From an optimization exercise on the open Yosys and OpenROAD flow, aimed at small area; shortcuts taken in it are not production practice.
Function was checked by simulation only, so behaviour that the tests miss may differ from the original.
Power and IR drop assume default switching activity.

## lookahead_router_wrapper
module lookahead_router_wrapper
  #(
    parameter bit FlowControl = noc::kFlowControlAckNack,
    parameter int unsigned Width = 66,
    parameter bit [4:0] Ports = noc::AllPorts
    )
  (
   input  logic clk,
   input  logic rst,
   input  logic[2:0] CONST_localx,
   input  logic[2:0] CONST_localy,
   input  logic [Width-1:0] data_n_in,
   input  logic [Width-1:0] data_s_in,
   input  logic [Width-1:0] data_w_in,
   input  logic [Width-1:0] data_e_in,
   input  logic [Width-1:0] data_p_in,
   input  logic [4:0] data_void_in,
   output logic [4:0] stop_out,
   output logic [Width-1:0] data_n_out,
   output logic [Width-1:0] data_s_out,
   output logic [Width-1:0] data_w_out,
   output logic [Width-1:0] data_e_out,
   output logic [Width-1:0] data_p_out,
   output logic [4:0] data_void_out,
   input  logic [4:0] stop_in
   );
  localparam int W = Width;
  function automatic logic gt3(input logic [2:0] a, input logic [2:0] b);
    gt3 = (a[2] & ~b[2]) |
          ((a[2] | ~b[2]) & ((a[1] & ~b[1]) | ((a[1] | ~b[1]) & a[0] & ~b[0])));
  endfunction
  localparam int HEAD = W - 1;
  ...
For scale: about 5500 cells after synthesis, ~72000 um2 of cells after synthesis.
==> flow/config.mk <==
export PLATFORM = sky130hd
export DESIGN_NAME = lookahead_router_wrapper
export DESIGN_NICKNAME = lookahead_router_wrapper
export VERILOG_FILES = /design/flow/design.v
export SDC_FILE = /design/flow/constraint.sdc
export NUM_CORES = 4
export LEC_CHECK = 0
export CAP_MARGIN = 40
export CORE_MARGIN = 2
export CORE_UTILIZATION = 65
export CTS_BUF_LIST = sky130_fd_sc_hd__clkbuf_8
export CTS_CLUSTER_DIAMETER = 50
export CTS_CLUSTER_SIZE = 16
export SLEW_MARGIN = 40
==> flow/constraint.sdc <==
create_clock -name core_clock -period 5.5 [get_ports {clk}]
set_input_delay 1.1000 -clock core_clock [delete_from_list [all_inputs] [get_ports {clk}]]
set_output_delay 1.1000 -clock core_clock [all_outputs]
set_load 0.01 [all_outputs]
standard.sh (not shown) runs the stock make flow with config.mk's settings and CLKGATE_MAP_FILE= SYNTH_SCRIPT=/design/flow/synth_recipe.tcl, a recipe that flattens the netlist after the stock synthesis.
==> flow/flow/run.sh <==
#!/bin/bash
# Standard ORFS layout (the standard.sh, unchanged synthesis, floorplan, tap cells and power
# grid), with two knobs ORFS reads from the environment:
#  - port buffers use the smallest buffer cell instead of a clock delay buffer;
#  - CTS uses clkbuf_8 only, clusters up to 16 sinks, and adds no dummy loads.
set -euo pipefail
export BUFFER_PORTS_ARGS="-buffer_cell sky130_fd_sc_hd__buf_1"
export CTS_ARGS="-sink_clustering_enable -repair_clock_nets -dont_use_dummy_load -buf_list sky130_fd_sc_hd__clkbuf_8 -sink_clustering_size 16 -sink_clustering_max_diameter 50"
bash standard.sh > standard.log 2>&1
The baseline finished clean.
Next try:
--- a/flow/design.v
+++ b/flow/design.v
@@ -94,28 +94,28 @@
   logic [W-1:0] dout [5];
   assign data_n_out = dout[0];
   assign data_s_out = dout[1];
   assign data_w_out = dout[2];
   assign data_e_out = dout[3];
   assign data_p_out = dout[4];
   logic [W-1:0] fh [5];           
   logic [4:0] in_unvalid;
   logic [4:0] rd_or;
-  logic [4:0] final_req [5];      
+  logic [4:0] valid_head;         
+  logic [4:0] alive;              
+  logic [4:0] locked_to [5];      
   logic [4:0] empty, full;
   logic [4:0] sel [5];            
   for (genvar j = 0; j < 5; j++) begin : g_in
     logic [W-1:0] mem [4];
     logic [1:0] hp, tp;
     logic e, f;
     logic wr, vr, vw;
-    logic [4:0] saved_req;
-    logic valid_head;
     assign wr = ~data_void_in[j];
     assign vr = rd_or[j] & ~e;
     assign vw = e ? wr & ~rd_or[j] : wr & ~f;
     always_ff @(posedge clk) begin
       if (reset) begin
         hp <= '0;
         tp <= '0;
         e <= 1'b1;
         f <= 1'b0;
@@ -142,29 +142,28 @@
     end
     always_comb begin
       fh[j] = {W{e}} & din[j];
       for (int k = 0; k < 4; k++) fh[j] = fh[j] | ({W{hsel[k]}} & mem[k]);
     end
     assign empty[j] = e;
     assign full[j] = f;
     assign stop_out[j] = f;
     assign in_unvalid[j] = e & data_void_in[j];
-    assign valid_head = fh[j][HEAD] & ~in_unvalid[j];
-    always_ff @(posedge clk) begin
-      if (reset) begin
-        saved_req <= '0;
+    assign valid_head[j] = fh[j][HEAD] & ~in_unvalid[j];
+    always_ff @(posedge clk) begin
+      if (reset) begin
+        alive[j] <= 1'b0;
       end else if (fh[j][TAIL]) begin
-        saved_req <= '0;
-      end else if (valid_head) begin
-        saved_req <= fh[j][4:0];
-      end
-    end
-    assign final_req[j] = valid_head ? fh[j][4:0] : saved_req;
+        alive[j] <= 1'b0;
+      end else if (valid_head[j]) begin
+        alive[j] <= 1'b1;
+      end
+    end
     always_comb begin
       rd_or[j] = 1'b0;
       for (int g = 0; g < 5; g++) rd_or[j] = rd_or[j] | (sel[g][j] & ~stop_in[g]);
     end
   end
   logic [2:0] npx [4];
   logic [2:0] npy [4];
   assign npx[0] = CONST_localx;         assign npy[0] = CONST_localy - 3'd1;
   assign npx[1] = CONST_localx;         assign npy[1] = CONST_localy + 3'd1;
@@ -176,21 +175,21 @@
     logic state, fip, unvalid, load, ftail;
     logic [5:0] pri;    
     logic [W-1:0] xbar;
     logic [W-1:0] last;
     logic vout;
     logic [4:0] nh;
     assign nbp = ~stop_in[g];
     for (genvar j = 0; j < 5; j++) begin : g_req
       if (j < g) begin : g_lt
-        assign req[j] = final_req[j][g];
+        assign req[j] = valid_head[j] ? fh[j][g] : alive[j] & locked_to[j][g];
       end else if (j > g) begin : g_gt
-        assign req[j-1] = final_req[j][g];
+        assign req[j-1] = valid_head[j] ? fh[j][g] : alive[j] & locked_to[j][g];
       end
     end
     logic [15:0] pm;
     assign pm = {1'b0, ~pri[5], ~pri[4], ~pri[2],      
                  pri[5], 1'b0, ~pri[3], ~pri[1],       
                  pri[4], pri[3], 1'b0, ~pri[0],        
                  pri[2], pri[1], pri[0], 1'b0};        
     always_comb begin
       for (int i = 0; i < 4; i++) begin
@@ -204,18 +203,25 @@
     logic [3:0] cfg;
     assign cfg = state ? saved_cfg : nbp ? grant : 4'b0;
     for (genvar j = 0; j < 5; j++) begin : g_sel
       if (j < g) begin : g_lt
         assign sel[g][j] = cfg[j];
       end else if (j > g) begin : g_gt
         assign sel[g][j] = cfg[j-1];
       end else begin : g_eq
         assign sel[g][j] = 1'b0;
+      end
+      if (j < g) begin : g_lk_lt
+        assign locked_to[j][g] = state & saved_cfg[j];
+      end else if (j > g) begin : g_lk_gt
+        assign locked_to[j][g] = state & saved_cfg[j-1];
+      end else begin : g_lk_eq
+        assign locked_to[j][g] = 1'b0;
       end
     end
     always_comb begin
       xbar = '0;
       unvalid = ~|cfg;
       for (int j = 0; j < 5; j++) begin
         xbar = xbar | ({W{sel[g][j]}} & fh[j]);
         unvalid = unvalid | (sel[g][j] & in_unvalid[j]);
       end
Outcome:
- The new run produced a clean layout
- clock skew rose by 0.019 ns
- utilization fell by 0.21 points
- setup slack gets worse by 0.12 ns
- first-iteration DRC count fell by a few percent
- via count fell slightly
- design area fell slightly
- clock power fell slightly
- sequential cell count fell by 15
- maximum frequency fell by a few percent
- sequential power fell by a few percent
- wire length fell by a few percent

========
The RTL this note starts from:
==> flow/design.v <==
package noc;
  parameter int unsigned PortQueueDepth = 4;
  parameter int unsigned xMax = 8;
  parameter int unsigned yMax = 8;
  parameter int unsigned messageTypeWidth = 5;
  parameter bit [4:0] AllPorts               = 5'b11111;
  parameter bit [4:0] TopLeftRouterPorts     = 5'b11010;
  parameter bit [4:0] TopRightRouterPorts    = 5'b10110;
  parameter bit [4:0] BottomLeftRouterPorts  = 5'b11001;
  parameter bit [4:0] BottomRightRouterPorts = 5'b10101;
  typedef enum logic [2:0] {
    kNorthPort = 3'd0,
    kSouthPort = 3'd1,
    kWestPort  = 3'd2,
    kEastPort  = 3'd3,
    kLocalPort = 3'd4
  } noc_port_t;
  typedef struct packed {
    logic        go_local;
    logic        go_east;
    logic        go_west;
    logic        go_south;
    logic        go_north;
  } direction_t;
  parameter direction_t goNorth = 5'b00001;
  parameter direction_t goSouth = 5'b00010;
  parameter direction_t goWest  = 5'b00100;
  parameter direction_t goEast  = 5'b01000;
  parameter direction_t goLocal = 5'b10000;
  parameter int unsigned xWidth = $clog2(xMax);
  parameter int unsigned yWidth = $clog2(xMax);
  typedef struct packed {
    logic [yWidth-1:0] y;
    logic [xWidth-1:0] x;
  } xy_t;
  typedef enum logic {
    kFlowControlAckNack = 1'b0,
    kFlowControlCreditBased = 1'b1
  } noc_flow_control_t;
  parameter int unsigned CreditsWidth = $clog2(PortQueueDepth + 1);
  typedef logic [4:0][CreditsWidth-1:0] credits_t;
  typedef logic [messageTypeWidth-1:0] message_t;
  typedef struct packed {
    logic head;
    logic tail;
  } preamble_t;
  typedef struct packed {
    xy_t source;
    xy_t destination;
    message_t message;
  } packet_info_t;
endpackage
module lookahead_router_wrapper
  #(
    parameter bit FlowControl = noc::kFlowControlAckNack,
    parameter int unsigned Width = 66,
    parameter bit [4:0] Ports = noc::AllPorts
    )
  (
   input  logic clk,
   input  logic rst,
   input  logic[2:0] CONST_localx,
   input  logic[2:0] CONST_localy,
   input  logic [Width-1:0] data_n_in,
   input  logic [Width-1:0] data_s_in,
   input  logic [Width-1:0] data_w_in,
   input  logic [Width-1:0] data_e_in,
   input  logic [Width-1:0] data_p_in,
   input  logic [4:0] data_void_in,
   output logic [4:0] stop_out,
   output logic [Width-1:0] data_n_out,
   output logic [Width-1:0] data_s_out,
   output logic [Width-1:0] data_w_out,
   output logic [Width-1:0] data_e_out,
   output logic [Width-1:0] data_p_out,
   output logic [4:0] data_void_out,
   input  logic [4:0] stop_in
   );
  localparam int W = Width;
  localparam int HEAD = W - 1;
  localparam int TAIL = W - 2;
  logic reset;
  assign reset = ~rst;
  logic [W-1:0] din [5];
  assign din[0] = data_n_in;
  assign din[1] = data_s_in;
  assign din[2] = data_w_in;
  assign din[3] = data_e_in;
  assign din[4] = data_p_in;
  logic [W-1:0] dout [5];
  assign data_n_out = dout[0];
  assign data_s_out = dout[1];
  assign data_w_out = dout[2];
  assign data_e_out = dout[3];
  assign data_p_out = dout[4];
  logic [W-1:0] fh [5];           
  logic [4:0] in_unvalid;
  logic [4:0] rd_or;
  logic [4:0] final_req [5];      
  logic [4:0] empty, full;
  logic [4:0] sel [5];            
  for (genvar j = 0; j < 5; j++) begin : g_in
    logic [W-1:0] mem [4];
    logic [1:0] hp, tp;
    logic e, f;
    logic wr, vr, vw;
    logic [4:0] saved_req;
    logic valid_head;
    assign wr = ~data_void_in[j];
    assign vr = rd_or[j] & ~e;
    assign vw = e ? wr & ~rd_or[j] : wr & ~f;
    always_ff @(posedge clk) begin
      if (reset) begin
        hp <= '0;
        tp <= '0;
        e <= 1'b1;
        f <= 1'b0;
      end else begin
        if (vr) hp <= hp + 2'd1;
        if (vw) tp <= tp + 2'd1;
        if (vw & ~vr) begin
          e <= 1'b0;
          f <= (tp + 2'd1) == hp;
        end else if (vr & ~vw) begin
          f <= 1'b0;
          e <= (hp + 2'd1) == tp;
        end
      end
    end
    for (genvar k = 0; k < 4; k++) begin : g_mem
      always_ff @(posedge clk) begin
        if (~f && tp == k) mem[k] <= din[j];
      end
    end
    logic [3:0] hsel;
    for (genvar k = 0; k < 4; k++) begin : g_hsel
      assign hsel[k] = ~e & (hp == k);
    end
    always_comb begin
      fh[j] = {W{e}} & din[j];
      for (int k = 0; k < 4; k++) fh[j] = fh[j] | ({W{hsel[k]}} & mem[k]);
    end
    assign empty[j] = e;
    assign full[j] = f;
    assign stop_out[j] = f;
    assign in_unvalid[j] = e & data_void_in[j];
    assign valid_head = fh[j][HEAD] & ~in_unvalid[j];
    always_ff @(posedge clk) begin
      if (reset) begin
        saved_req <= '0;
      end else if (fh[j][TAIL]) begin
        saved_req <= '0;
      end else if (valid_head) begin
        saved_req <= fh[j][4:0];
      end
    end
    assign final_req[j] = valid_head ? fh[j][4:0] : saved_req;
    always_comb begin
      rd_or[j] = 1'b0;
      for (int g = 0; g < 5; g++) rd_or[j] = rd_or[j] | (sel[g][j] & ~stop_in[g]);
    end
  end
  logic [2:0] npx [4];
  logic [2:0] npy [4];
  assign npx[0] = CONST_localx;         assign npy[0] = CONST_localy - 3'd1;
  assign npx[1] = CONST_localx;         assign npy[1] = CONST_localy + 3'd1;
  assign npx[2] = CONST_localx - 3'd1;  assign npy[2] = CONST_localy;
  assign npx[3] = CONST_localx + 3'd1;  assign npy[3] = CONST_localy;
  for (genvar g = 0; g < 5; g++) begin : g_out
    logic nbp;
    logic [3:0] req, grant, saved_cfg;
    logic state, fip, unvalid, load, ftail;
    logic [5:0] pri;    
    logic [W-1:0] xbar;
    logic [W-1:0] last;
    logic vout;
    logic [4:0] nh;
    assign nbp = ~stop_in[g];
    for (genvar j = 0; j < 5; j++) begin : g_req
      if (j < g) begin : g_lt
        assign req[j] = final_req[j][g];
      end else if (j > g) begin : g_gt
        assign req[j-1] = final_req[j][g];
      end
    end
    logic [15:0] pm;
    assign pm = {1'b0, ~pri[5], ~pri[4], ~pri[2],      
                 pri[5], 1'b0, ~pri[3], ~pri[1],       
                 pri[4], pri[3], 1'b0, ~pri[0],        
                 pri[2], pri[1], pri[0], 1'b0};        
    always_comb begin
      for (int i = 0; i < 4; i++) begin
        logic blk;
        blk = 1'b0;
        for (int k = 0; k < 4; k++) blk = blk | (req[k] & pm[4*k+i]);
        grant[i] = req[i] & ~blk;
      end
    end
    assign fip = state | (|req & nbp);
    logic [3:0] cfg;
    assign cfg = state ? saved_cfg : nbp ? grant : 4'b0;
    for (genvar j = 0; j < 5; j++) begin : g_sel
      if (j < g) begin : g_lt
        assign sel[g][j] = cfg[j];
      end else if (j > g) begin : g_gt
        assign sel[g][j] = cfg[j-1];
      end else begin : g_eq
        assign sel[g][j] = 1'b0;
      end
    end
    always_comb begin
      xbar = '0;
      unvalid = ~|cfg;
      for (int j = 0; j < 5; j++) begin
        xbar = xbar | ({W{sel[g][j]}} & fh[j]);
        unvalid = unvalid | (sel[g][j] & in_unvalid[j]);
      end
    end
    if (g < 4) begin : g_la
      logic [2:0] dx, dy;
      logic [4:0] west, east, north, south;
      assign dx = xbar[54:52];
      assign dy = xbar[57:55];
      assign west  = npx[g] > dx ? 5'b00100 : 5'b11011;
      assign east  = npx[g] < dx ? 5'b01000 : 5'b10111;
      assign north = npy[g] > dy ? 5'b01101 : 5'b11110;
      assign south = npy[g] < dy ? 5'b01110 : 5'b11101;
      assign nh = ~state ? (west & east & north & south) : xbar[4:0];
    end else begin : g_local
      assign nh = xbar[4:0];
    end
    assign load = nbp & fip & ~unvalid;
    assign ftail = xbar[TAIL] & ~unvalid & nbp;
    always_ff @(posedge clk) begin
      if (nbp) last <= {xbar[W-1:5], nh};
    end
    always_ff @(posedge clk) begin
      if (reset) begin
        vout <= 1'b1;
      end else if (nbp) begin
        vout <= ~(fip & ~unvalid);
      end
    end
    always_ff @(posedge clk) begin
      if (reset) begin
        state <= 1'b0;
      end else if (state) begin
        if (ftail) state <= 1'b0;
      end else if (|req & nbp & ~xbar[TAIL]) begin
        state <= 1'b1;
      end
    end
    always_ff @(posedge clk) begin
      if (~state & nbp) saved_cfg <= grant;
    end
    always_ff @(posedge clk) begin
      if (reset) begin
        pri <= 6'b111111;
      end else if (ftail) begin
        if (grant[0]) begin pri[0] <= 1'b0; pri[1] <= 1'b0; pri[2] <= 1'b0; end
        if (grant[1]) begin pri[0] <= 1'b1; pri[3] <= 1'b0; pri[4] <= 1'b0; end
        if (grant[2]) begin pri[1] <= 1'b1; pri[3] <= 1'b1; pri[5] <= 1'b0; end
        if (grant[3]) begin pri[2] <= 1'b1; pri[4] <= 1'b1; pri[5] <= 1'b1; end
      end
    end
    assign dout[g] = last;
    assign data_void_out[g] = vout;
  end
endmodule
==> flow/config.mk <==
export PLATFORM = sky130hd
export DESIGN_NAME = lookahead_router_wrapper
export DESIGN_NICKNAME = lookahead_router_wrapper
export VERILOG_FILES = /design/flow/design.v
export SDC_FILE = /design/flow/constraint.sdc
export NUM_CORES = 4
export LEC_CHECK = 0
export CAP_MARGIN = 40
export CORE_MARGIN = 2
export CORE_UTILIZATION = 65
export CTS_BUF_LIST = sky130_fd_sc_hd__clkbuf_8
export CTS_CLUSTER_DIAMETER = 50
export CTS_CLUSTER_SIZE = 14
export SLEW_MARGIN = 40
==> flow/constraint.sdc <==
create_clock -name core_clock -period 5.5 [get_ports {clk}]
set_input_delay 1.1000 -clock core_clock [delete_from_list [all_inputs] [get_ports {clk}]]
set_output_delay 1.1000 -clock core_clock [all_outputs]
set_load 0.01 [all_outputs]
==> flow/flow/run.sh <==
#!/bin/bash
# Standard ORFS layout (the standard.sh, unchanged synthesis, floorplan, tap cells and power
# grid), with two knobs ORFS reads from the environment:
#  - port buffers use the smallest buffer cell instead of a clock delay buffer;
#  - CTS uses clkbuf_8 only, clusters up to 14 sinks, and adds no dummy loads.
set -euo pipefail
export BUFFER_PORTS_ARGS="-buffer_cell sky130_fd_sc_hd__buf_1"
export CTS_ARGS="-sink_clustering_enable -repair_clock_nets -dont_use_dummy_load -buf_list sky130_fd_sc_hd__clkbuf_8 -sink_clustering_size 14 -sink_clustering_max_diameter 50"
bash standard.sh > standard.log 2>&1
Edit:
--- a/flow/design.v
+++ b/flow/design.v
@@ -232,7 +232,11 @@
     assign load = nbp & fip & ~unvalid;
     assign ftail = xbar[TAIL] & ~unvalid & nbp;
-    always_ff @(posedge clk) begin
-      if (nbp) last <= {xbar[W-1:5], nh};
-    end
+    logic [W-1:0] last_d;
+    always_comb begin
+      last_d = {W{~nbp}} & last;
+      for (int j = 0; j < 5; j++) last_d = last_d | ({W{sel[g][j] & nbp}} & fh[j]);
+      last_d[4:0] = nbp ? nh : last[4:0];
+    end
+    always_ff @(posedge clk) last <= last_d;
     always_ff @(posedge clk) begin
       if (reset) begin
=>
- worst setup slack gets worse by 0.20 ns
- wire length rises by 9.1%
- first-iteration DRC count came out higher by 18%
- register-to-register slack got worse by 0.20 ns
- power went up by about 0.5%
- design area hardly moves
- synthesized cell count climbs by about 17%

re-timing with driven ports:
No port has a modelled driver above. Below, the same layouts with a new extraction and two added sets of constraints.
Step 1 assumes that a clkbuf_16 drives the clock port and a buf_2 every other input.
Step 2, shift: input delay + t, output delay - t, t = (earliest + latest rising clock arrival at the registers) / 2. This alone moves slack from input paths to output paths.
Slacks: ideal / step 1 / step 2; pairs: ideal / step 1.
run | t, ns | setup WS [ns] | pins driven straight from the clock port
the first run of note 1 | 0.952 | 0.574 / 0.574 / 0.378 | 1
the second run of note 1 | 0.933 | 0.454 / 0.454 / 0.414 | 1
the first run of note 2 | 0.917 | 0.523 / 0.523 / 0.360 | 1
the second run of note 2 | 0.938 | 0.323 / 0.323 / 0.138 | 1
After both steps every run listed still meets setup and hold. For the first run of note 1, which loses most, drivers alone change the setup slack by 0.000 ns; drivers and shift together by -0.196 ns.
